Source: an optimization exercise on an open RTL-to-GDS flow (aim: small area and a short achievable clock period). Production flows keep margins and buffers that such runs may drop. Where RTL was checked, it was by simulation tests only, not by an equivalence proof against the original. Only the layout flow was run in runs 1 and 3 to 5; the RTL was not checked for function there.

### design/flow/design.v
module dpram
#(
	parameter NP = 2,
	parameter AW = 1,
	parameter DW = 62
)
(
	input [AW-1:0] sel,
	input [NP*DW-1:0] din,
	output [DW-1:0] dout
);
	assign dout = din[sel*DW +: DW];
endmodule
module data_store
#(
	parameter K = 1,
	parameter W = 31
)
(
	input clk,
	input clr,
	input we,
	input [(K>0?K:1)-1:0] wa,
	input [W-1:0] wd,
	input [(K>1?K-1:1)-1:0] ra,
	output [(K>0?2*W:W)-1:0] q
);
	localparam N = 1 << K;
	wire [W-1:0] wdc = {wd[W-1:17], wd[16:0] | {17{clr}}};
	wire [N*W-1:0] flat;
	genvar i;
	generate for (i = 0; i < N; i = i + 1) begin: g_node
		reg [W-1:0] v;
		always @(posedge clk)
			if (clr | (we & (K == 0 || wa == i)))
				v <= wdc;
		assign flat[i*W +: W] = v;
	end
	endgenerate
	generate
		if (K == 0)
			assign q = flat;
		else if (K == 1)
			assign q = flat;
		else
			dpram #(.NP(N/2), .AW(K-1), .DW(2*W)) U_RD (.sel(ra), .din(flat), .dout(q));
	endgenerate
endmodule
module sort_node
#(
	parameter K = 0,
	parameter W = 31
)
(
	input clk,
	input rstn,
	input a,                     
	input [(K>0?K:1)-1:0] p,     
	input [W-1:0] x,             
	input [2*W-1:0] pr,          
	output we,                   
	output [W-1:0] wd,
	output reg a_n,              
	output reg [K:0] p_n,
	output reg [W-1:0] x_n
);
	wire [W-1:0] c0 = pr[W-1:0];
	wire [W-1:0] c1 = pr[2*W-1:W];
	wire s   = gt17(c1[16:0], c0[16:0]);
	wire g0  = gt17(c0[16:0], x[16:0]);
	wire g1  = gt17(c1[16:0], x[16:0]);
	wire swp = s ? g1 : g0;
	assign we = a;
	assign wd = swp ? (s ? c1 : c0) : x;
	always @(posedge clk or negedge rstn) begin
		if (!rstn)
			a_n <= 1'b0;
		else
			a_n <= a & swp;
	end
	always @(posedge clk) begin
		x_n <= x;
		if (K == 0)
			p_n <= s;
		else
			p_n <= {p, s};
	end
function gt17;
	input [16:0] ga;
	input [16:0] gb;
	integer gi;
	reg gr;
	begin
		gr = 1'b0;
		for (gi = 0; gi < 17; gi = gi + 1)
			gr = (ga[gi] & ~gb[gi]) | ((ga[gi] | ~gb[gi]) & gr);
		gt17 = gr;
	end
endfunction
endmodule
module heap
#(
	parameter DATA_WIDTH = 32,
	parameter KEY_WIDTH = 16,
	parameter NLEVELS = 5
	)
(
	input clk,
	input rstn,
	input [DATA_WIDTH-1:0] din,
	input en,
	input init,
	input flush,
	output reg [DATA_WIDTH-1:0] dout,
	output reg valid
    );
localparam W = 31;
reg         op0;         
reg [W-1:0] x0;          
reg         init_r;
reg         live;        
reg [5:0]   fcnt;        
reg         fwait;       
wire fop = (fcnt != 6'd0) & ~fwait;
always @(posedge clk or negedge rstn) begin
	if (!rstn) begin
		op0 <= 1'b0;
		init_r <= 1'b0;
		live <= 1'b0;
		fcnt <= 6'd0;
		fwait <= 1'b0;
	end
	else begin
		op0 <= en | fop;
		init_r <= init;
		if (init)
			live <= 1'b1;
		if (flush) begin
			fcnt <= 6'd63;
			fwait <= 1'b0;
		end
		else if (fcnt != 6'd0) begin
			fwait <= ~fwait;
			if (fop)
				fcnt <= fcnt - 6'd1;
		end
	end
end
always @(posedge clk) begin
	x0[W-1:17] <= din[29:16];
	x0[16:0]   <= fop ? 17'd0 : {din[15], ~din[15], din[14:0]};
end
wire [W-1:0] r0;                  
wire [2*W-1:0] pr1, pr2, pr3, pr4, pr5;    
wire         we0, we1, we2, we3, we4, we5;
wire [W-1:0] wd0, wd1, wd2, wd3, wd4, wd5;
wire [3:0]   wa4;
wire [2:0]   wa3;
wire [1:0]   wa2;
wire         wa1;
wire [4:0]   wa5;
wire         a1, a2, a3, a4, a5;
wire [0:0]   p1;
wire [1:0]   p2;
wire [2:0]   p3;
wire [3:0]   p4;
wire [4:0]   p5;
wire [W-1:0] x1, x2, x3, x4, x5;
data_store #(.K(0)) U_L0 (.clk(clk), .clr(init_r), .we(we0), .wa(1'b0), .wd(wd0), .ra(1'b0), .q(r0));
data_store #(.K(1)) U_L1 (.clk(clk), .clr(init_r), .we(we1), .wa(wa1), .wd(wd1), .ra(1'b0), .q(pr1));
data_store #(.K(2)) U_L2 (.clk(clk), .clr(init_r), .we(we2), .wa(wa2), .wd(wd2), .ra(p1),   .q(pr2));
data_store #(.K(3)) U_L3 (.clk(clk), .clr(init_r), .we(we3), .wa(wa3), .wd(wd3), .ra(p2),   .q(pr3));
data_store #(.K(4)) U_L4 (.clk(clk), .clr(init_r), .we(we4), .wa(wa4), .wd(wd4), .ra(p3),   .q(pr4));
data_store #(.K(5)) U_L5 (.clk(clk), .clr(init_r), .we(we5), .wa(wa5), .wd(wd5), .ra(p4),   .q(pr5));
wire gt_rx = gt17(r0[16:0], x0[16:0]);
wire [W-1:0] out = gt_rx ? r0 : x0;
always @(posedge clk) begin
	dout <= {2'b00, out[30:17], out[16], out[14:0]};
end
always @(posedge clk or negedge rstn) begin
	if (!rstn)
		valid <= 1'b0;
	else
		valid <= op0 & live & (out[16] ^ out[15]);
end
sort_node #(.K(0)) U_N0 (.clk(clk), .rstn(rstn), .a(op0 & gt_rx), .p(1'b0), .x(x0), .pr(pr1),
	.we(we0), .wd(wd0), .a_n(a1), .p_n(p1), .x_n(x1));
sort_node #(.K(1)) U_N1 (.clk(clk), .rstn(rstn), .a(a1), .p(p1), .x(x1), .pr(pr2),
	.we(we1), .wd(wd1), .a_n(a2), .p_n(p2), .x_n(x2));
sort_node #(.K(2)) U_N2 (.clk(clk), .rstn(rstn), .a(a2), .p(p2), .x(x2), .pr(pr3),
	.we(we2), .wd(wd2), .a_n(a3), .p_n(p3), .x_n(x3));
sort_node #(.K(3)) U_N3 (.clk(clk), .rstn(rstn), .a(a3), .p(p3), .x(x3), .pr(pr4),
	.we(we3), .wd(wd3), .a_n(a4), .p_n(p4), .x_n(x4));
sort_node #(.K(4)) U_N4 (.clk(clk), .rstn(rstn), .a(a4), .p(p4), .x(x4), .pr(pr5),
	.we(we4), .wd(wd4), .a_n(a5), .p_n(p5), .x_n(x5));
assign wa1 = p1;
assign wa2 = p2;
assign wa3 = p3;
assign wa4 = p4;
assign we5 = a5;
assign wa5 = p5;
assign wd5 = x5;
function gt17;
	input [16:0] ga;
	input [16:0] gb;
	integer gi;
	reg gr;
	begin
		gr = 1'b0;
		for (gi = 0; gi < 17; gi = gi + 1)
			gr = (ga[gi] & ~gb[gi]) | ((ga[gi] | ~gb[gi]) & gr);
		gt17 = gr;
	end
endfunction
endmodule
### design/flow/run.sh
#!/bin/bash
# synth_recipe.tcl (not shown) runs the flow's synth.tcl, then flattens the netlist and writes it again
# the make line also repeats each setting of config.mk as NAME=value (left out here)
make -C /OpenROAD-flow-scripts/flow DESIGN_CONFIG=/design/flow/config.mk WORK_HOME=/design/flow/orfs CLKGATE_MAP_FILE= SYNTH_SCRIPT=/design/flow/synth_recipe.tcl finish
### design/flow/config.mk
export PLATFORM = sky130hd
export DESIGN_NAME = heap
export DESIGN_NICKNAME = heap
export VERILOG_FILES = /design/flow/design.v
export SDC_FILE = /design/flow/constraint.sdc
export NUM_CORES = 4
export LEC_CHECK = 0
export CAP_MARGIN = 20
export CORE_MARGIN = 2
export CORE_UTILIZATION = 40
export SETUP_SLACK_MARGIN = 4.5
export SLEW_MARGIN = 20
### design/flow/constraint.sdc
create_clock -name core_clock -period 8.0 [get_ports {clk}]
set_input_delay 1.6000 -clock core_clock [delete_from_list [all_inputs] [get_ports {clk}]]
set_output_delay 1.6000 -clock core_clock [all_outputs]
set_load 0.01 [all_outputs]
==> results of run 1 <==
-- timing repair --
action,CTS,global route
gates resized for setup,585,259
pin swaps,156,121
setup buffers,327,68
cloned,53,12
hold buffers,0,0
endpoints found under the setup margin,1040,1013
-- area by class of cell --
| type | instances | area share [%] |
|---|---|---|
| Clock buffer | 280 | 5.334 |
| Tap cell | 2854 | 3.274 |
| Clock inverter | 120 | 1.143 |
| Timing Repair Buffer | 609 | 7.146 |
| Inverter | 123 | 0.4428 |
| Sequential cell | 2200 | 58.43 |
| Multi-Input combinational cell | 2036 | 24.22 |
| Antenna cell | 4 | 0.009178 |
-- worst register-to-register path, cell delays in order, from the launching register on --
cell	delay, ns
dfxtp_4	0.40
buf_12	0.14
buf_12	0.14
buf_16	0.14
mux4_2	0.50
mux4_2	0.61
nor2b_4	0.21
a211oi_2	0.07
maj3_2	0.36
nor4_1	0.29
a21oi_1	0.10
a2bb2oi_2	0.18
nand3b_1	0.22
buf_4	0.18
buf_12	0.12
a211oi_4	0.23
buf_12	0.17
buf_16	0.18
nor2_4	0.11
mux2_4	0.37
-- metal layers --
layer	global-route usage, %	wire [um]
met1	28.71	97240
met2	33.82	114600
met3	3.243	15460
met4	6.249	7121
met5	0	27
-- layout by cell type, fill, tap and decap left out, drive strengths merged, types with 22 or more instances in the layout --
| master | instances |
|---|---|
| edfxtp | 1953 |
| buf | 528 |
| mux4 | 515 |
| clkbuf | 288 |
| dfxtp | 231 |
| o21ai | 217 |
| mux2i | 159 |
| nand2 | 154 |
| nor2 | 141 |
| inv | 130 |
| a21oi | 94 |
| clkinv | 90 |
| mux2 | 85 |
| maj3 | 68 |
| clkdlybuf4s50 | 65 |
| nand2b | 56 |
| nor3 | 48 |
| a31oi | 45 |
| nor2b | 38 |
| or2 | 31 |
| and2 | 29 |
| nand3 | 28 |
| a211oi | 27 |
| a221oi | 25 |
| o31ai | 22 |
-- worst max path at each step --
stage,end,startpoint,cells past startpoint
2_1_floorplan,U_L4.g_node[0].v[0],U_N3.p_n[0],17
3_3_place_gp,U_L4.g_node[1].v[13],U_N3.p_n[0],16
3_5_place_dp,U_L4.g_node[7].v[13],U_N3.p_n[0],16
4_1_cts,U_L4.g_node[13].v[24],U_N3.p_n[0],19
5_1_grt,U_L4.g_node[3].v[30],U_N3.p_n[0],19
6_report,U_L4.g_node[3].v[30],U_N3.p_n[0],19
-- state kept, by name (all words and copies together), names as in the netlist, 6 cells and up --
name and cells:
U_L5.g_node.v 992, U_L4.g_node.v 496, U_L3.g_node.v 248, U_L2.g_node.v 124, U_L1.g_node.v 62, U_L0.g_node.v 31
U_N0.x_n 31, U_N1.x_n 31, U_N2.x_n 31, U_N3.x_n 31, U_N4.x_n 31, x0 31
dout 30, fcnt 6
-- stage by stage --
stage	cells	util (%)	hold slack (ns)	cell area, um^2
2_1_floorplan	4556	-	0.3249	88890
3_3_place_gp	7359	42.79	0.3383	92740
3_5_place_dp	7359	42.79	0.3375	92740
4_1_cts	8139	49.39	0.3541	107000
5_1_grt	8224	50.32	0.3589	109100
6_report	8226	50.32	0.3500	109100
-- cell families (layout without fill, tap and decap cells) --
group / count (synthesis) / in the layout / synth area share (%)
muxes: 758 / 759 / 16.23
xor gates and xnor gates: 5 / 5 / 0.05027
AOI/OAI and AO/OA: 590 / 606 / 4.559
and+or+nand+nor: 590 / 594 / 3.385
DFF: 2200 / 2200 / 73.09
buffers and inverters: 343 / 1132 / 1.883
other: 1 / 6 / 0.004305
adders and majority gates: 68 / 70 / 0.7929
==> impl_metrics.csv, run 1 <==
group,metric,value,unit
synthesis,async_flop_share,0.7273,%
floorplanning,start_util,40.19,%
run_status,status,"timing/DRC/antenna clean",
synthesis,synth_top_area_cell,"edfxtp_1",
floorplanning,die-area,221500,um^2
timing,slew_viol_final,0,
route,post_drt_wl_per_cell,28.50,um
place,place_ws,1.830,ns
floorplanning,die_h,470.7,um
setup_path,critPathLaunchType,"flip-flop",
timing,fin_skew,0.07202,ns
timing,slew_headroom,23.59,%
setup_path,slowest_delay,0.61,ns
timing,hold_viol,0,
setup_path,crit_path_frequent_cell,"buf_12",
cts,cts.path.max_buffers,3,
route,dr.pass1.iters,6,
setup_path,path_cells,"buf_12 -> buf_12 -> buf_16 -> mux4_2 -> mux4_2 -> nor2b_4 -> a211oi_2 -> maj3_2 -> nor4_1 -> a21oi_1 -> a2bb2oi_2 -> nand3b_1 -> buf_4 -> buf_12 -> a211oi_4 -> buf_12 -> buf_16 -> nor2_4 -> mux2_4",
synthesis,postSynthCellCount,4555,
floorplanning,core,216700,um^2
setup_path,rr_worst_depth,19,
cts,cts.sinks,2200,
cts,clock_latency,0.88,ns
synthesis,ys_seq_area_share,73.09,%
setup_path,rrSetupSlack,3.01,ns
place,gp_congestion,0.7929,
global_route,gr-usage-all-layers,20.72,%
synthesis,yosysMostFrequentCell,"edfxtp_1",
place,port_buffers,65,
cts,clk_pin_slew,0.06,ns
timing,tightestPinTransition,1.141,ns
cts,cts_root_buffer,"clkbuf_16",
route,vias_per_cell,5.768,
setup_path,arrival,5.59,ns
global_route,grt_pass1_vias,47370,
cells_and_area,final_layout_size_suffix_gt1_share,38.10,%
setup_path,worst-setup-path-type,"flip-flop to flip-flop",
route,dr_total_vias,47450,
route,drt_iter0_drc,5492,
setup_path,end_kind,"flip-flop",
setup_path,crit_family,"multiplexers",
setup_path,timing.rr.start,"U_N3.p_n[0]",
global_route,grt_max_degree,108,
flow_run,cap_violations,0,
cts,h-tree-depth,4,
cells_and_area,seq_area,63730,um^2
setup_path,crit_path_top_delay_cell,"mux4_2",
synthesis,synth_edf_count,1953,
route,drc,0,
hold_path,whs_path_depth,0,
timing,setup_violations,0,
synthesis,syn-cell-area,87110,um^2
cts,cts_buffers,212,
synthesis,ys_ff_latch,2200,
synthesis,ys.flop_type,"edfxtp_1",
floorplanning,die_x,470.7,um
route,ant_nets,0,
route,drt_wl_total,234400,um
timing,rsz0062_at_grt,"yes",
setup_path,crit_fanout,8,
synthesis,yosys_warnings,12,
synthesis,synth_top_area_share,67.32,%
timing,timing.fmax,200.5,MHz
synthesis,ys_types,98,
synthesis,yosys-top-cells-area,"edfxtp_1 67%, mux4_2 13%, dfxtp_1 5.3%",
timing,fin_tns_setup,0,ns
place,dpl.hpwl,120600,um
cells_and_area,multiInputGateArea,26420,um^2
timing,layout_setup_ws,3.012,ns
hold_path,hold_end,"U_N1.x_n[28]",
cells_and_area,area_growth,25.20,%
floorplanning,fp-row-count,171,
cells_and_area,fin_nets,5221,
setup_path,r2r-end,"U_L4.g_node[3].v[30]",
synthesis,synth_commonest_cells,"1953 x edfxtp_1, 515 x mux4_2, 231 x dfxtp_1, 170 x o21ai_0, 159 x mux2i_1",
cells_and_area,n_fill_cell,17100,
timing,period_share,62.35,%
floorplanning,pin_count,70,
setup_path,cp_data_required_time,8.61,ns
global_route,grt_pass1_wl,334700,um
global_route,grt-ovfl-total,0,
cts,cts_tree,"built",
hold_path,hp-start,"U_N0.x_n[28]",
timing,layout_min_cycle_time,4.988,ns
hold_path,min_path_type,"flip-flop to flip-flop",
setup_path,critPathBufInv,7,
synthesis,avgSynthCellArea,19.12,um^2
global_route,grt_antenna_before_repair,9,
==> run 2: changes to the inputs <==
--- a/design/flow/design.v
+++ b/design/flow/design.v
@@ -67,7 +67,7 @@
 	wire [W-1:0] c0 = pr[W-1:0];
 	wire [W-1:0] c1 = pr[2*W-1:W];
-	wire s   = gt17(c1[16:0], c0[16:0]);
-	wire g0  = gt17(c0[16:0], x[16:0]);
-	wire g1  = gt17(c1[16:0], x[16:0]);
+	wire s   = c1[16:0] > c0[16:0];
+	wire g0  = c0[16:0] > x[16:0];
+	wire g1  = c1[16:0] > x[16:0];
 	wire swp = s ? g1 : g0;
 	assign we = a;
@@ -86,16 +86,4 @@
 			p_n <= {p, s};
 	end
-function gt17;
-	input [16:0] ga;
-	input [16:0] gb;
-	integer gi;
-	reg gr;
-	begin
-		gr = 1'b0;
-		for (gi = 0; gi < 17; gi = gi + 1)
-			gr = (ga[gi] & ~gb[gi]) | ((ga[gi] | ~gb[gi]) & gr);
-		gt17 = gr;
-	end
-endfunction
 endmodule
 module heap
@@ -173,5 +161,5 @@
 data_store #(.K(4)) U_L4 (.clk(clk), .clr(init_r), .we(we4), .wa(wa4), .wd(wd4), .ra(p3),   .q(pr4));
 data_store #(.K(5)) U_L5 (.clk(clk), .clr(init_r), .we(we5), .wa(wa5), .wd(wd5), .ra(p4),   .q(pr5));
-wire gt_rx = gt17(r0[16:0], x0[16:0]);
+wire gt_rx = r0[16:0] > x0[16:0];
 wire [W-1:0] out = gt_rx ? r0 : x0;
 always @(posedge clk) begin
@@ -201,15 +189,3 @@
 assign wa5 = p5;
 assign wd5 = x5;
-function gt17;
-	input [16:0] ga;
-	input [16:0] gb;
-	integer gi;
-	reg gr;
-	begin
-		gr = 1'b0;
-		for (gi = 0; gi < 17; gi = gi + 1)
-			gr = (ga[gi] & ~gb[gi]) | ((ga[gi] | ~gb[gi]) & gr);
-		gt17 = gr;
-	end
-endfunction
 endmodule
--- a/design/flow/config.mk
+++ b/design/flow/config.mk
@@ -9,4 +9,3 @@
 export CORE_MARGIN = 2
 export CORE_UTILIZATION = 40
-export SETUP_SLACK_MARGIN = 4.5
 export SLEW_MARGIN = 20
==> impl_metrics.csv, run 2 <==
group,metric,value,unit
cts,clk_pin_slew,0.06,ns
cells_and_area,seq_area,63700,um^2
cells_and_area,stdcell_area,101700,um^2
place,dpl-instance-area,94520,um^2
floorplanning,die_x,476.6,um
route,dr.pass1.iters,6,
route,drt_wl_total,225200,um
hold_path,min_path_type,"flip-flop to flip-flop",
floorplanning,die-area,227200,um^2
setup_path,rr_worst_depth,14,
route,drt_iter0_drc,4786,
place,dpl.hpwl,133500,um
synthesis,synthAdderAreaFrac,3.837,%
setup_path,crit_path_frequent_cell,"buf_4",
global_route,gr-usage-all-layers,19.58,%
setup_path,worst-setup-path-type,"flip-flop to flip-flop",
setup_path,path_cells,"buf_12 -> mux4_2 -> a22o_1 -> a221oi_1 -> ha_1 -> nand4_1 -> and4bb_1 -> a221o_1 -> a211oi_2 -> nor2_4 -> a31oi_4 -> buf_4 -> mux2i_1 -> buf_4",
global_route,grt_pass1_wl,327200,um
place,gp_congestion,0.8676,
synthesis,ys_seq_area_share,71.25,%
route,post_drt_wl_per_cell,27.12,um
global_route,grt-ovfl-total,0,
synthesis,synth_compound_area_share,4.867,%
setup_path,startpoint,"U_N3.p_n[0]",
place,port_buffers,65,
cells_and_area,final_common_cell,"edfxtp_1",
setup_path,cp_data_required_time,8.65,ns
synthesis,synth_top_area_share,65.63,%
cts,cts.path.max_buffers,3,
floorplanning,pin_count,70,
cells_and_area,largest_reg_flops,992,
cells_and_area,fin_nets,5438,
cells_and_area,top_register,"U_L5.g_node.v",
cts,cts_tree,"built",
global_route,grt_antenna_before_repair,3,
timing,setup_violations,0,
synthesis,ys_types,82,
global_route,grt_pass1_vias,46950,
route,vias_per_cell,5.686,
synthesis,synth_top_area_cell,"edfxtp_1",
global_route,grt_max_degree,105,
timing,layout_min_cycle_time,6.656,ns
synthesis,avgSynthCellArea,18.06,um^2
setup_path,slowest_delay,0.84,ns
synthesis,synth_top_family_by_area,"multiplexers",
timing,rsz0062_at_grt,"no",
cts,cts.sinks,2200,
timing,fin_skew,0.08216,ns
floorplanning,fp-row-count,173,
cells_and_area,n_fill_cell,18800,
cts,h-tree-depth,4,
floorplanning,die_h,476.6,um
synthesis,ys.flop_type,"edfxtp_1",
cells_and_area,final_layout_size_suffix_gt1_share,21.91,%
setup_path,arrival,7.31,ns
flow_run,cap_violations,0,
synthesis,ys_ff_latch,2200,
synthesis,syn-cell-area,89360,um^2
hold_path,hp-start,"U_N0.x_n[20]",
run_status,status,"timing/DRC/antenna clean",
synthesis,async_flop_share,0.7273,%
synthesis,postSynthCellCount,4948,
hold_path,whs_path_depth,0,
cts,cts_resized,0,
route,ant_nets,0,
cells_and_area,top_regs,"U_L5.g_node.v x992, U_L4.g_node.v x496, U_L3.g_node.v x248",
setup_path,critPathLaunchType,"flip-flop",
cts,postCtsSetupBuffers,0,
timing,layout_setup_ws,1.344,ns
timing,period_share,83.20,%
timing,slew_viol_final,0,
synthesis,synth_commonest_cells,"1953 x edfxtp_1, 438 x mux4_2, 274 x ha_1, 231 x dfxtp_1, 190 x inv_1",
route,dr_total_vias,47220,
cts,clock_latency,0.89,ns
cells_and_area,multiInputGateArea,24470,um^2
setup_path,crit_fanout,34,
synthesis,synth_edf_count,1953,
synthesis,yosys-top-cells-area,"edfxtp_1 66%, mux4_2 11%, dfxtp_1 5.2%",
setup_path,timing.rr.start,"U_N3.p_n[0]",
cts,cts_root_buffer,"clkbuf_16",
timing,timing.fmax,150.2,MHz
cells_and_area,final_cell_mix,"1953 x edfxtp_1, 438 x mux4_2, 274 x ha_1",
timing,fin_tns_setup,0,ns
setup_path,crit_path_top_delay_cell,"dfxtp_4",
cells_and_area,area_growth,13.81,%
place,place_ws,1.390,ns
timing,slew_headroom,26.88,%
timing,hold_viol,0,
synthesis,synthSimpleGateAreaFrac,3.873,%
synthesis,synthMuxAreaShare,14.05,%
cells_and_area,post-route-util,45.79,%
setup_path,end_kind,"flip-flop",
floorplanning,core,222100,um^2
cts,cts_hold_buf,0,
setup_path,rrSetupSlack,1.34,ns
floorplanning,start_util,40.24,%
timing,tightestPinTransition,1.097,ns
synthesis,yosys.area_share.xor_xnor,0.05881,%
route,drc,0,
cts,cts_buffers,219,
synthesis,yosys_warnings,12,
synthesis,yosysMostFrequentCell,"edfxtp_1",
-- run 2: per-layer routing --
layer	GRT usage (%)	up-vias	part of all wire [%]
li1	-	20390	-
met1	27.99	24900	44
met2	31.19	1613	47
met3	3.059	321	6.6
met4	5.420	0	2.6
met5	0	-	0
-- run 2: worst max-delay path: cells and delay by family (launching register included) --
kind | cells | cell delay (ns)
AO/OA/AOI/OAI | 5 | 1.92
buffers and inverters | 3 | 1.28
multiplexers | 2 | 1.23
flip-flops | 1 | 0.84
AND/OR/NAND/NOR | 3 | 0.63
adder cells (fa/ha/maj) | 1 | 0.40
-- run 2: layout make-up --
type	count	share of cell area [%]
sequential	2200	62.64
multi-input combinational	2295	24.06
clock buffer	312	5.971
tap	2975	3.660
timing repair buffer	219	1.863
clock inverter	108	1.084
inverter	192	0.7136
antenna	3	0.007382
-- run 2: per-stage QoR --
stage                     hold WS, ns  std cells
after floorplan                0.3257       4949
after global placement         0.3392       7881
after detailed placement       0.3372       7881
after CTS                      0.3552       8301
after global routing           0.3605       8302
final                          0.3532       8304
-- run 2: logic make-up after synthesis --
| logic type | count (synthesis) |
|---|---|
| DFF | 2200 |
| and+or+nand+nor | 694 |
| muxes | 688 |
| AOI/OAI and AO/OA | 631 |
| buffers and inverters | 454 |
| adders and majority gates | 274 |
| xor gates and xnor gates | 6 |
| other | 1 |
-- run 2: final timing paths --
check | end
worst max-delay path | U_L4.g_node[8].v[8]
worst max register to register | U_L4.g_node[8].v[8]
worst min-delay path | U_N1.x_n[20]
worst min register to register | U_N1.x_n[20]
max in group asynchronous | init_r
min in group asynchronous | U_N4.a_n
==> run 3: changes to the inputs <==
--- a/design/flow/design.v
+++ b/design/flow/design.v
@@ -15,5 +15,6 @@
 #(
 	parameter K = 1,
-	parameter W = 31
+	parameter W = 31,
+	parameter PEND = 0
 )
 (
@@ -27,11 +28,39 @@
 );
 	localparam N = 1 << K;
-	wire [W-1:0] wdc = {wd[W-1:17], wd[16:0] | {17{clr}}};
 	wire [N*W-1:0] flat;
+	wire         we_i;
+	wire [(K>0?K:1)-1:0] wa_i;
+	wire [W-1:0] wd_i;
+	wire [(K>0?2*W:W)-1:0] rq;
+	generate
+		if (PEND) begin: g_pend
+			reg         pv;
+			reg [K-1:0] pa;
+			reg [W-1:0] pd;
+			always @(posedge clk) begin
+				pv <= we;
+				pa <= wa;
+				pd <= wd;
+			end
+			assign we_i = pv;
+			assign wa_i = pa;
+			assign wd_i = pd;
+			wire hit = pv & (pa[K-1:1] == ra);
+			assign q[W-1:0]   = (hit & ~pa[0]) ? pd : rq[W-1:0];
+			assign q[2*W-1:W] = (hit &  pa[0]) ? pd : rq[2*W-1:W];
+		end
+		else begin: g_direct
+			assign we_i = we;
+			assign wa_i = wa;
+			assign wd_i = wd;
+			assign q = rq;
+		end
+	endgenerate
+	wire [W-1:0] wdc = {wd_i[W-1:17], wd_i[16:0] | {17{clr}}};
 	genvar i;
 	generate for (i = 0; i < N; i = i + 1) begin: g_node
 		reg [W-1:0] v;
 		always @(posedge clk)
-			if (clr | (we & (K == 0 || wa == i)))
+			if (clr | (we_i & (K == 0 || wa_i == i)))
 				v <= wdc;
 		assign flat[i*W +: W] = v;
@@ -39,10 +68,8 @@
 	endgenerate
 	generate
-		if (K == 0)
-			assign q = flat;
-		else if (K == 1)
-			assign q = flat;
+		if (K <= 1)
+			assign rq = flat;
 		else
-			dpram #(.NP(N/2), .AW(K-1), .DW(2*W)) U_RD (.sel(ra), .din(flat), .dout(q));
+			dpram #(.NP(N/2), .AW(K-1), .DW(2*W)) U_RD (.sel(ra), .din(flat), .dout(rq));
 	endgenerate
 endmodule
@@ -67,7 +94,7 @@
 	wire [W-1:0] c0 = pr[W-1:0];
 	wire [W-1:0] c1 = pr[2*W-1:W];
-	wire s   = c1[16:0] > c0[16:0];
-	wire g0  = c0[16:0] > x[16:0];
-	wire g1  = c1[16:0] > x[16:0];
+	wire s   = gt17(c1[16:0], c0[16:0]);
+	wire g0  = gt17(c0[16:0], x[16:0]);
+	wire g1  = gt17(c1[16:0], x[16:0]);
 	wire swp = s ? g1 : g0;
 	assign we = a;
@@ -86,4 +113,16 @@
 			p_n <= {p, s};
 	end
+function gt17;
+	input [16:0] ga;
+	input [16:0] gb;
+	integer gi;
+	reg gr;
+	begin
+		gr = 1'b0;
+		for (gi = 0; gi < 17; gi = gi + 1)
+			gr = (ga[gi] & ~gb[gi]) | ((ga[gi] | ~gb[gi]) & gr);
+		gt17 = gr;
+	end
+endfunction
 endmodule
 module heap
@@ -157,9 +196,9 @@
 data_store #(.K(0)) U_L0 (.clk(clk), .clr(init_r), .we(we0), .wa(1'b0), .wd(wd0), .ra(1'b0), .q(r0));
 data_store #(.K(1)) U_L1 (.clk(clk), .clr(init_r), .we(we1), .wa(wa1), .wd(wd1), .ra(1'b0), .q(pr1));
-data_store #(.K(2)) U_L2 (.clk(clk), .clr(init_r), .we(we2), .wa(wa2), .wd(wd2), .ra(p1),   .q(pr2));
-data_store #(.K(3)) U_L3 (.clk(clk), .clr(init_r), .we(we3), .wa(wa3), .wd(wd3), .ra(p2),   .q(pr3));
-data_store #(.K(4)) U_L4 (.clk(clk), .clr(init_r), .we(we4), .wa(wa4), .wd(wd4), .ra(p3),   .q(pr4));
+data_store #(.K(2), .PEND(1)) U_L2 (.clk(clk), .clr(init_r), .we(we2), .wa(wa2), .wd(wd2), .ra(p1),   .q(pr2));
+data_store #(.K(3), .PEND(1)) U_L3 (.clk(clk), .clr(init_r), .we(we3), .wa(wa3), .wd(wd3), .ra(p2),   .q(pr3));
+data_store #(.K(4), .PEND(1)) U_L4 (.clk(clk), .clr(init_r), .we(we4), .wa(wa4), .wd(wd4), .ra(p3),   .q(pr4));
 data_store #(.K(5)) U_L5 (.clk(clk), .clr(init_r), .we(we5), .wa(wa5), .wd(wd5), .ra(p4),   .q(pr5));
-wire gt_rx = r0[16:0] > x0[16:0];
+wire gt_rx = gt17(r0[16:0], x0[16:0]);
 wire [W-1:0] out = gt_rx ? r0 : x0;
 always @(posedge clk) begin
@@ -189,3 +228,15 @@
 assign wa5 = p5;
 assign wd5 = x5;
-endmodule
+function gt17;
+	input [16:0] ga;
+	input [16:0] gb;
+	integer gi;
+	reg gr;
+	begin
+		gr = 1'b0;
+		for (gi = 0; gi < 17; gi = gi + 1)
+			gr = (ga[gi] & ~gb[gi]) | ((ga[gi] | ~gb[gi]) & gr);
+		gt17 = gr;
+	end
+endfunction
+endmodule
--- a/design/flow/config.mk
+++ b/design/flow/config.mk
@@ -9,3 +9,4 @@
 export CORE_MARGIN = 2
 export CORE_UTILIZATION = 40
+export SETUP_SLACK_MARGIN = 4.5
 export SLEW_MARGIN = 20
==> impl_metrics.csv, run 3 <==
group,metric,value,unit
run_status,status,"timing/DRC/antenna clean",
hold_path,min_path_type,"flip-flop to flip-flop",
route,post_drt_wl_per_cell,27.65,um
synthesis,async_flop_share,0.6969,%
cells_and_area,final_cell_mix,"1953 x edfxtp_1, 395 x mux4_2, 312 x dfxtp_1",
cells_and_area,top_register,"U_L5.g_node.v",
synthesis,synth_commonest_cells,"1953 x edfxtp_1, 395 x mux4_2, 333 x mux2i_1, 327 x dfxtp_1, 277 x nor2_1",
cts,cts.sinks,2296,
synthesis,synth_top_area_cell,"edfxtp_1",
cts,cts.path.max_buffers,3,
cells_and_area,multiInputGateArea,27190,um^2
floorplanning,die_h,483.4,um
place,place_ws,1.843,ns
cts,clk_pin_slew,0.07,ns
cells_and_area,area_growth,20.44,%
timing,fin_skew,0.04617,ns
timing,timing.fmax,211.5,MHz
cts,cts_buffers,227,
place,dpl.hpwl,128900,um
setup_path,critPathLaunchType,"flip-flop",
route,drt_iter0_drc,5553,
cells_and_area,final_common_cell,"edfxtp_1",
synthesis,ys_seq_area_share,71.36,%
setup_path,end_kind,"flip-flop",
floorplanning,fp-row-count,175,
synthesis,syn-cell-area,91920,um^2
global_route,grt_max_degree,104,
route,ant_nets,0,
cts,cts_root_buffer,"clkbuf_16",
cells_and_area,largest_reg_flops,992,
flow_run,cap_violations,0,
global_route,grt_pass1_vias,50260,
cells_and_area,seq_area,65640,um^2
global_route,grt_pass1_wl,354200,um
synthesis,yosys-top-cells-area,"edfxtp_1 64%, mux4_2 9.7%, dfxtp_1 7.1%",
timing,tightestPinTransition,1.145,ns
route,vias_per_cell,5.740,
timing,setup_violations,0,
setup_path,arrival,5.47,ns
route,dr.pass1.iters,6,
place,gp_congestion,0.8697,
synthesis,yosysMostFrequentCell,"edfxtp_1",
global_route,gr-usage-all-layers,20.69,%
synthesis,synth_edf_count,1953,
setup_path,worst-setup-path-type,"flip-flop to flip-flop",
floorplanning,die-area,233700,um^2
synthesis,postSynthCellCount,5294,
cells_and_area,final_layout_size_suffix_gt1_share,29.84,%
synthesis,ys_types,99,
setup_path,cp_data_required_time,8.75,ns
timing,slew_headroom,23.64,%
route,drc,0,
synthesis,ys.flop_type,"edfxtp_1",
route,dr_total_vias,51420,
cells_and_area,n_fill_cell,18550,
setup_path,crit_path_top_delay_cell,"mux4_2",
cells_and_area,fin_nets,5782,
global_route,grt_antenna_before_repair,5,
floorplanning,die_x,483.4,um
cells_and_area,top_regs,"U_L5.g_node.v x992, U_L4.g_node.v x496, U_L3.g_node.v x248",
timing,layout_min_cycle_time,4.727,ns
setup_path,crit_path_frequent_cell,"buf_12",
place,port_buffers,65,
setup_path,slowest_delay,0.48,ns
timing,rsz0062_at_grt,"yes",
timing,period_share,59.09,%
synthesis,synth_top_area_share,63.80,%
floorplanning,core,227900,um^2
setup_path,crit_fanout,7,
global_route,grt-ovfl-total,0,
cts,cts_tree,"built",
timing,layout_setup_ws,3.273,ns
floorplanning,pin_count,70,
synthesis,yosys_warnings,12,
floorplanning,start_util,40.33,%
timing,fin_tns_setup,0,ns
synthesis,ys_ff_latch,2296,
cts,clock_latency,0.88,ns
cts,h-tree-depth,4,
route,drt_wl_total,247700,um
timing,slew_viol_final,0,
setup_path,path_cells,"buf_12 -> bufbuf_16 -> mux4_2 -> mux2_2 -> mux2i_2 -> inv_1 -> maj3_1 -> a41oi_2 -> o21a_1 -> maj3_2 -> a21oi_2 -> or3_1 -> a32o_2 -> a31oi_4 -> buf_6 -> buf_12 -> mux2_4",
timing,hold_viol,0,
synthesis,avgSynthCellArea,17.36,um^2
-- run 3: cell types whose count changed after synthesis, moves of 59 or more --
cell / before / now
nand2_1: 128 / 194
ha_1: 274 / 2
a221o_1: 4 / 63
nor2_1: 173 / 277
inv_1: 190 / 124
or2_2: 21 / 82
mux2i_1: 109 / 333
dfxtp_1: 231 / 327
o21ai_0: 101 / 175
-- run 3: cell type report --
type,instances,area share [%]
Inverter,125,0.4362
Timing Repair Buffer,483,5.544
Clock buffer,320,5.823
Multi-Input combinational cell,2610,24.56
Tap cell,3009,3.400
Clock inverter,108,0.9312
Antenna cell,7,0.01582
Sequential cell,2296,59.29
-- run 3: final timing paths --
path                               from                end  slack (ns)  cells after the start
min                        U_N1.x_n[28]       U_N2.x_n[28]        0.36                      0
max                         U_N2.p_n[0]  U_L3.g_pend.pd[2]        3.27                     17
max reg2reg                 U_N2.p_n[0]  U_L3.g_pend.pd[2]        3.27                     17
min reg2reg                U_N1.x_n[28]       U_N2.x_n[28]        0.36                      0
min in group asynchronous          rstn                op0        0.71                      1
max in group asynchronous          rstn             init_r        6.85                      1
-- run 3: metal layers --
metal / share of wire (%) / global-route usage (%) / routed length, um / vias up
met5: 0 / 0 / 0 / -
met4: 3.8 / 7.620 / 9410 / 0
met3: 6.4 / 3.134 / 15930 / 449
met2: 48 / 33.58 / 118700 / 1908
met1: 42 / 28.29 / 103700 / 26910
li1: - / - / - / 22150
-- run 3: critical path, delay by kind of cell (launching register included) --
kind                       cells  cell delay [ns]
muxes                          4             1.41
adders and majority gates      2             0.62
and+or+nand+nor                1             0.38
AOI/OAI and AO/OA              5             0.82
DFF                            1             0.46
buffers and inverters          5             0.89
-- run 3: kinds of logic after synthesis --
logic type      synth area share [%]
simple gates                   4.416
xor+xnor                      0.1497
flops                          71.36
other cells                 0.004079
compound gates                 5.982
fa+ha+maj                     0.7745
mux                            15.34
buf+inv                        1.978
-- run 3: timing repair --
item / 4_1_cts / 5_1_grt
hold buffers: 0 / 0
resized for setup: 364 / 112
cloned: 54 / 4
buffers inserted: 215 / 39
endpoints found under the setup margin: 385 / 255
pin swaps: 94 / 77
-- run 3: metrics by stage --
step	util (%)	cell area (um^2)	cells	hold WS [ns]
global route	48.57	110700	8953	0.3643
floorplan	-	93030	5295	0.3257
CTS	48.16	109800	8908	0.3595
finish	48.57	110700	8958	0.3556
global placement	42.69	97310	8210	0.3406
detailed placement	42.70	97320	8211	0.3410
==> run 4: changes to the inputs <==
--- a/design/flow/design.v
+++ b/design/flow/design.v
@@ -116,11 +116,19 @@
 	input [16:0] ga;
 	input [16:0] gb;
-	integer gi;
-	reg gr;
+	integer gi, gl;
+	reg [31:0] gg, ge;
 	begin
-		gr = 1'b0;
-		for (gi = 0; gi < 17; gi = gi + 1)
-			gr = (ga[gi] & ~gb[gi]) | ((ga[gi] | ~gb[gi]) & gr);
-		gt17 = gr;
+		gg = 32'd0;
+		ge = {32{1'b1}};
+		for (gi = 0; gi < 17; gi = gi + 1) begin
+			gg[gi] = ga[gi] & ~gb[gi];
+			ge[gi] = ~(ga[gi] ^ gb[gi]);
+		end
+		for (gl = 16; gl >= 1; gl = gl / 2)
+			for (gi = 0; gi < gl; gi = gi + 1) begin
+				gg[gi] = gg[2*gi+1] | (ge[2*gi+1] & gg[2*gi]);
+				ge[gi] = ge[2*gi+1] & ge[2*gi];
+			end
+		gt17 = gg[0];
 	end
 endfunction
@@ -231,11 +239,19 @@
 	input [16:0] ga;
 	input [16:0] gb;
-	integer gi;
-	reg gr;
+	integer gi, gl;
+	reg [31:0] gg, ge;
 	begin
-		gr = 1'b0;
-		for (gi = 0; gi < 17; gi = gi + 1)
-			gr = (ga[gi] & ~gb[gi]) | ((ga[gi] | ~gb[gi]) & gr);
-		gt17 = gr;
+		gg = 32'd0;
+		ge = {32{1'b1}};
+		for (gi = 0; gi < 17; gi = gi + 1) begin
+			gg[gi] = ga[gi] & ~gb[gi];
+			ge[gi] = ~(ga[gi] ^ gb[gi]);
+		end
+		for (gl = 16; gl >= 1; gl = gl / 2)
+			for (gi = 0; gi < gl; gi = gi + 1) begin
+				gg[gi] = gg[2*gi+1] | (ge[2*gi+1] & gg[2*gi]);
+				ge[gi] = ge[2*gi+1] & ge[2*gi];
+			end
+		gt17 = gg[0];
 	end
 endfunction
--- a/design/flow/config.mk
+++ b/design/flow/config.mk
@@ -9,4 +9,4 @@
 export CORE_MARGIN = 2
 export CORE_UTILIZATION = 40
-export SETUP_SLACK_MARGIN = 4.5
+export SETUP_SLACK_MARGIN = 3.5
 export SLEW_MARGIN = 20
==> impl_metrics.csv, run 4 <==
group,metric,value,unit
run_status,status,"timing/DRC/antenna clean",
timing,timing.fmax,212.3,MHz
setup_path,critPathBufInv,6,
setup_path,slowest_delay,0.57,ns
hold_path,hp-start,"U_N3.x_n[5]",
setup_path,rrSetupSlack,3.29,ns
timing,hold_viol,0,
cts,cts_buffers,225,
global_route,grt_pass1_vias,50310,
setup_path,path_cells,"buf_12 -> buf_16 -> buf_16 -> buf_12 -> mux4_2 -> mux4_2 -> ha_4 -> nand2_2 -> or4_4 -> nor4_4 -> a2111oi_4 -> buf_4 -> o21bai_4 -> buf_12 -> nand2_8 -> nor2_1 -> a311oi_4",
cts,cts_root_buffer,"clkbuf_16",
synthesis,yosysMostFrequentCell,"edfxtp_1",
route,post_drt_wl_per_cell,27.38,um
floorplanning,fp-row-count,176,
synthesis,synth_commonest_cells,"1953 x edfxtp_1, 408 x mux4_2, 327 x dfxtp_1, 283 x nor2_1, 263 x ha_1",
setup_path,crit_family,"simple AND/OR/NAND/NOR gates",
cells_and_area,top_register,"U_L5.g_node.v",
synthesis,postSynthCellCount,5438,
timing,rsz0062_at_grt,"yes",
synthesis,ys_types,77,
place,dpl.hpwl,137800,um
setup_path,end_kind,"flip-flop",
synthesis,syn-cell-area,92800,um^2
synthesis,ys.flop_type,"edfxtp_1",
timing,fin_skew,0.09259,ns
timing,tightestPinTransition,1.037,ns
setup_path,worst-setup-path-type,"flip-flop to flip-flop",
timing,fin_tns_setup,0,ns
hold_path,min_path_type,"flip-flop to flip-flop",
floorplanning,core,230300,um^2
cts,h-tree-depth,4,
cells_and_area,largest_reg_flops,992,
route,dr_total_vias,50840,
setup_path,cp_data_required_time,8.73,ns
cells_and_area,top_regs,"U_L5.g_node.v x992, U_L4.g_node.v x496, U_L3.g_node.v x248",
route,ant_nets,0,
cells_and_area,area_growth,17.91,%
timing,slew_headroom,30.75,%
place,port_buffers,65,
cts,clock_latency,0.89,ns
synthesis,synth_edf_count,1953,
cells_and_area,final_layout_size_suffix_gt1_share,25.27,%
setup_path,crit_path_top_delay_cell,"mux4_2",
global_route,grt_antenna_before_repair,9,
setup_path,crit_fanout,7,
cts,cts.path.max_buffers,3,
cts,cts.sinks,2296,
floorplanning,pin_count,70,
global_route,grt_pass1_wl,354300,um
synthesis,synth_top_area_share,63.20,%
timing,setup_violations,0,
setup_path,arrival,5.44,ns
synthesis,avgSynthCellArea,17.06,um^2
synthesis,yosys-top-cells-area,"edfxtp_1 63%, mux4_2 9.9%, dfxtp_1 7.1%",
synthesis,yosys_warnings,12,
synthesis,ys_seq_area_share,70.68,%
setup_path,rr_worst_depth,17,
synthesis,async_flop_share,0.6969,%
setup_path,critPathLaunchType,"flip-flop",
timing,slew_viol_final,0,
place,gp_congestion,0.8397,
cts,cts_tree,"built",
setup_path,timing.rr.start,"U_N3.p_n[1]",
global_route,grt-ovfl-total,0,
cells_and_area,final_cell_mix,"1953 x edfxtp_1, 408 x mux4_2, 314 x dfxtp_1",
synthesis,ys_ff_latch,2296,
hold_path,whs_path_depth,0,
synthesis,synth_top_area_cell,"edfxtp_1",
hold_path,hold_end,"U_N4.x_n[5]",
route,drt_iter0_drc,5338,
flow_run,cap_violations,0,
global_route,gr-usage-all-layers,20.57,%
floorplanning,die_h,485.7,um
route,drt_wl_total,245800,um
cells_and_area,final_common_cell,"edfxtp_1",
floorplanning,start_util,40.29,%
floorplanning,die-area,235900,um^2
route,dr.pass1.iters,5,
floorplanning,die_x,485.7,um
cells_and_area,fin_nets,6038,
setup_path,crit_path_frequent_cell,"buf_12",
global_route,grt_max_degree,108,
route,vias_per_cell,5.663,
route,drc,0,
place,place_ws,1.875,ns
timing,period_share,58.88,%
cts,clk_pin_slew,0.07,ns
timing,layout_setup_ws,3.290,ns
setup_path,r2r-end,"U_L4.g_pend.pd[25]",
timing,layout_min_cycle_time,4.710,ns
run 4: cell types whose count changed after synthesis, sizes merged, moves of 33 or more:
cell    before  now
mux2       163  125
a221o       63    0
nand2      196  240
o21ai      181  147
a311oi       4   56
mux2i      335  219
ha           2  263
a21o        24   80
clkbuf     127  161
a21oi      138  232
inv        124  205
nand2b      51   18
maj3        67    1
run 4: cell type report:
type	count	area (um^2)
Tap cell	3026	3786
Clock buffer	318	6500
Antenna cell	11	27.53
Multi-Input combinational cell	2664	27450
Sequential cell	2296	65640
Timing Repair Buffer	345	4064
Clock inverter	112	1175
Fill cell	19110	120900
Inverter	206	780.7
run 4: worst max-delay path by stage:
stage | startpoint | endpoint | slack [ns] | cells after the start
3_5_place_dp | U_N0.p_n | U_L1.g_node[0].v[6] | 1.88 | 15
6_report | U_N3.p_n[1] | U_L4.g_pend.pd[25] | 3.29 | 17
4_1_cts | U_N3.p_n[1] | U_L4.g_pend.pd[25] | 3.33 | 16
3_3_place_gp | U_N3.p_n[1] | U_L4.g_pend.pd[25] | 1.93 | 13
5_1_grt | U_N3.p_n[1] | U_L4.g_pend.pd[0] | 3.24 | 18
2_1_floorplan | U_N3.p_n[1] | U_L4.g_pend.pd[24] | 3.50 | 17
run 4: per-stage QoR:
step | util, % | hold slack, ns | area, um^2 | instances
finish | 47.50 | 0.3238 | 109400 | 8978
detailed placement | 42.58 | 0.3377 | 98090 | 8386
floorplan | - | 0.3258 | 92870 | 5439
global route | 47.50 | 0.3113 | 109400 | 8973
global placement | 42.54 | 0.3381 | 97990 | 8382
CTS | 47.02 | 0.3129 | 108300 | 8927
run 4: repair_timing:
| item | CTS | global route |
|---|---|---|
| setup buffers | 88 | 35 |
| setup endpoints to repair | 161 | 148 |
| hold buffers | 0 | 0 |
| gates resized for setup | 224 | 137 |
| pin swaps | 42 | 38 |
| cloned | 23 | 5 |
run 4: logic make-up after synthesis:
kind of cell | synth area share, %
other | 0.004041
AND/OR/NAND/NOR | 3.949
flip-flops | 70.68
adder cells (fa/ha/maj) | 3.557
AO/OA/AOI/OAI | 5.829
XOR/XNOR | 0.1227
multiplexers | 13.78
buffers and inverters | 2.075
run 4: per-layer routing:
metal | vias up | track usage, % | part of all wire [%]
li1 | 22090 | - | -
met1 | 26580 | 28.85 | 43
met2 | 1827 | 33.31 | 48
met3 | 341 | 2.937 | 6.7
met4 | 0 | 6.280 | 2.8
met5 | - | 0 | 0
==> run 5: changes to the inputs <==
--- a/design/flow/config.mk
+++ b/design/flow/config.mk
@@ -9,4 +9,4 @@
 export CORE_MARGIN = 2
 export CORE_UTILIZATION = 40
-export SETUP_SLACK_MARGIN = 3.5
+export SETUP_SLACK_MARGIN = 4.5
 export SLEW_MARGIN = 20
==> impl_metrics.csv, run 5 <==
group,metric,value,unit
setup_path,startpoint,"U_N3.p_n[1]",
cts,cts_tree,"built",
floorplanning,fp-row-count,176,
synthesis,syn-cell-area,92800,um^2
flow_run,cap_violations,0,
setup_path,cp_data_required_time,8.73,ns
cells_and_area,final_cell_mix,"1953 x edfxtp_1, 408 x mux4_2, 313 x dfxtp_1",
timing,timing.fmax,217.1,MHz
synthesis,ys.flop_type,"edfxtp_1",
timing,fin_skew,0.05666,ns
synthesis,postSynthCellCount,5438,
route,ant_nets,0,
setup_path,slowest_delay,0.56,ns
cells_and_area,fin_nets,6258,
cells_and_area,final_layout_size_suffix_gt1_share,33.18,%
floorplanning,pin_count,70,
setup_path,rrSetupSlack,3.39,ns
floorplanning,core,230300,um^2
setup_path,crit_fanout,12,
synthesis,async_flop_share,0.6969,%
setup_path,crit_path_top_delay_cell,"mux4_2",
route,drt_iter0_drc,5104,
timing,hold_slack,0.3533,ns
timing,hold_viol,0,
cts,clk_pin_slew,0.06,ns
synthesis,ys_ff_latch,2296,
timing,slew_viol_final,0,
synthesis,synthAdderAreaFrac,3.557,%
cts,cts_buffers,225,
cells_and_area,top_register,"U_L5.g_node.v",
global_route,grt_util_met1,29.25,%
global_route,grt_pass1_vias,52640,
place,port_buffers,65,
route,dr.pass1.iters,6,
synthesis,yosysMostFrequentCell,"edfxtp_1",
setup_path,critPathCapture,"U_L4.g_pend.pd[17]",
route,dr_total_vias,52700,
global_route,grt-ovfl-total,0,
timing,rsz0062_at_grt,"yes",
setup_path,critPathBufInv,6,
synthesis,synth_edf_count,1953,
setup_path,arrival,5.33,ns
synthesis,yosys-top-cells-area,"edfxtp_1 63%, mux4_2 9.9%, dfxtp_1 7.1%",
synthesis,synth_top_area_cell,"edfxtp_1",
setup_path,crit_family,"compound AO/OA/AOI/OAI gates",
run_status,status,"timing/DRC/antenna clean",
route,vias_per_cell,5.733,
cells_and_area,final_common_cell,"edfxtp_1",
setup_path,crit_path_frequent_cell,"a311oi_2",
route,drc,0,
hold_path,min_path_type,"flip-flop to flip-flop",
floorplanning,start_util,40.29,%
route,post_drt_wl_per_cell,28.08,um
synthesis,synth_top_area_share,63.20,%
timing,layout_min_cycle_time,4.606,ns
setup_path,path_cells,"buf_16 -> buf_12 -> bufbuf_16 -> mux4_2 -> mux4_2 -> buf_4 -> ha_1 -> nand4_1 -> o22ai_1 -> a311oi_2 -> nor3_2 -> o221ai_4 -> buf_6 -> buf_16 -> a311oi_2 -> a311oi_2",
cts,cts.sinks,2296,
cells_and_area,largest_reg_flops,992,
global_route,grt_pass1_wl,369800,um
setup_path,rr_worst_depth,16,
cts,h-tree-depth,4,
timing,period_share,57.58,%
place,dpl.hpwl,135500,um
setup_path,timing.rr.start,"U_N3.p_n[1]",
setup_path,cp_num_cells,16,
synthesis,synth_commonest_cells,"1953 x edfxtp_1, 408 x mux4_2, 327 x dfxtp_1, 283 x nor2_1, 263 x ha_1",
global_route,grt_busiest_layer,"met2",
setup_path,r2r-end,"U_L4.g_pend.pd[17]",
synthesis,yosys_warnings,12,
global_route,gr-usage-all-layers,21.52,%
timing,fin_tns_setup,0,ns
floorplanning,die_x,485.7,um
synthesis,ys_types,77,
global_route,grt_max_degree,98,
synthesis,synthSimpleGateAreaFrac,3.949,%
setup_path,critPathLaunchType,"flip-flop",
global_route,use_met2,34.55,%
cts,cts.path.max_buffers,3,
timing,tightestPinTransition,1.290,ns
global_route,global_route.usage.met3,3.497,%
global_route,grt_antenna_before_repair,12,
place,dpl-instance-area,98480,um^2
synthesis,synthMuxAreaShare,13.78,%
cells_and_area,top_regs,"U_L5.g_node.v x992, U_L4.g_node.v x496, U_L3.g_node.v x248",
synthesis,avgSynthCellArea,17.06,um^2
cells_and_area,post-route-util,50.13,%
synthesis,synth_top_family_by_area,"multiplexers",
place,gp_congestion,0.8576,
setup_path,worst-setup-path-type,"flip-flop to flip-flop",
setup_path,end_kind,"flip-flop",
route,drt_wl_total,258200,um
cts,cts_root_buffer,"clkbuf_16",
cts,clock_latency,0.90,ns
timing,setup_violations,0,
synthesis,synth_compound_area_share,5.829,%
timing,slew_headroom,13.98,%
synthesis,yosys.area_share.xor_xnor,0.1227,%
floorplanning,die_h,485.7,um
synthesis,ys_seq_area_share,70.68,%
cells_and_area,area_growth,24.43,%
cells_and_area,stdcell_area,115500,um^2
floorplanning,die-area,235900,um^2
[run 5: cell counts after synthesis]
No cell type changed its count.
[run 5: logic make-up after synthesis]
| logic type | Yosys count |
|---|---|
| compound gates | 822 |
| simple gates | 801 |
| fa+ha+maj | 264 |
| other cells | 1 |
| buf+inv | 489 |
| xor+xnor | 13 |
| flops | 2296 |
| mux | 752 |
[run 5: metal layers]
metal	part of all wire (%)	vias up
li1	-	22550
met3	7.2	495
met4	4.3	6
met5	0.0097	-
met2	48	2122
met1	41	27530
[run 5: worst reg2reg max path: stages (launching register included)]
cell and delay, ns:
dfxtp_4 0.38, buf_16 0.19, buf_12 0.20, bufbuf_16 0.25, mux4_2 0.49, mux4_2 0.56
buf_4 0.19, ha_1 0.31, nand4_1 0.15, o22ai_1 0.13, a311oi_2 0.36, nor3_2 0.10
o221ai_4 0.23, buf_6 0.17, buf_16 0.21, a311oi_2 0.11, a311oi_2 0.43
[run 5: metrics by stage]
stage	setup slack, ns	std cells
5_1_grt	3.328	9190
3_3_place_gp	2.054	8376
3_5_place_dp	2.021	8376
4_1_cts	3.407	9108
6_report	3.394	9193
2_1_floorplan	4.039	5439
[run 5: worst min-delay path by stage]
stage                 startpoint           end  cells after the start
global placement    U_N0.x_n[30]  U_N1.x_n[30]                      0
CTS                  U_N3.x_n[7]   U_N4.x_n[7]                      0
floorplan            U_N3.p_n[2]   U_N4.p_n[3]                      0
finish              U_N3.x_n[15]  U_N4.x_n[15]                      0
global route         U_N3.x_n[7]   U_N4.x_n[7]                      0
detailed placement  U_N3.x_n[24]  U_N4.x_n[24]                      0
[run 5: area by class of cell]
| cell class | instances | area [um^2] |
|---|---|---|
| clock inverters | 100 | 1225 |
| repair inverters | 1 | 8.758 |
| clock buffers | 330 | 6554 |
| diodes | 6 | 15.01 |
| flip-flops and latches | 2296 | 65640 |
| fillers | 18370 | 114900 |
| well taps | 3026 | 3786 |
| repair buffers | 557 | 7128 |
| multi-input cells | 2671 | 30310 |
| inverters | 206 | 812.0 |
[run 5: repair_timing]
| action | 4_1_cts | 5_1_grt |
|---|---|---|
| hold buffers | 0 | 0 |
| gates resized for setup | 604 | 325 |
| setup endpoints to repair | 300 | 218 |
| setup buffers | 239 | 69 |
| cloned | 63 | 10 |
| pin swaps | 123 | 108 |

## port drivers added, routing unchanged
Ports are ideal in the flow. The routed layouts listed here were re-timed in OpenROAD. Step 1: set_driving_cell puts a clkbuf_16 on clk and a buf_2 on each other input, an assumption about the parent block. Step 2 adds t to the input delays and takes it off the output delays; t is the mean of the earliest and latest rising clock arrival at the registers after step 1. Input paths then give back, and output paths get back, about the clock's delay inside the block. Slacks: ideal ports / drivers / drivers and shift; pairs: ideal ports / drivers.
run | shift t [ns] | setup WS [ns] | worst setup path after step 2
run 1 | 0.936 | 3.012 / 3.012 / 3.012 | register to register
run 2 | 0.932 | 1.344 / 1.344 / 1.344 | register to register
run 3 | 0.952 | 3.273 / 3.273 / 3.273 | register to register
run 4 | 0.941 | 3.290 / 3.290 / 3.290 | register to register
run 5 | 0.963 | 3.394 / 3.394 / 3.394 | register to register
After both steps every run listed still meets setup and hold.
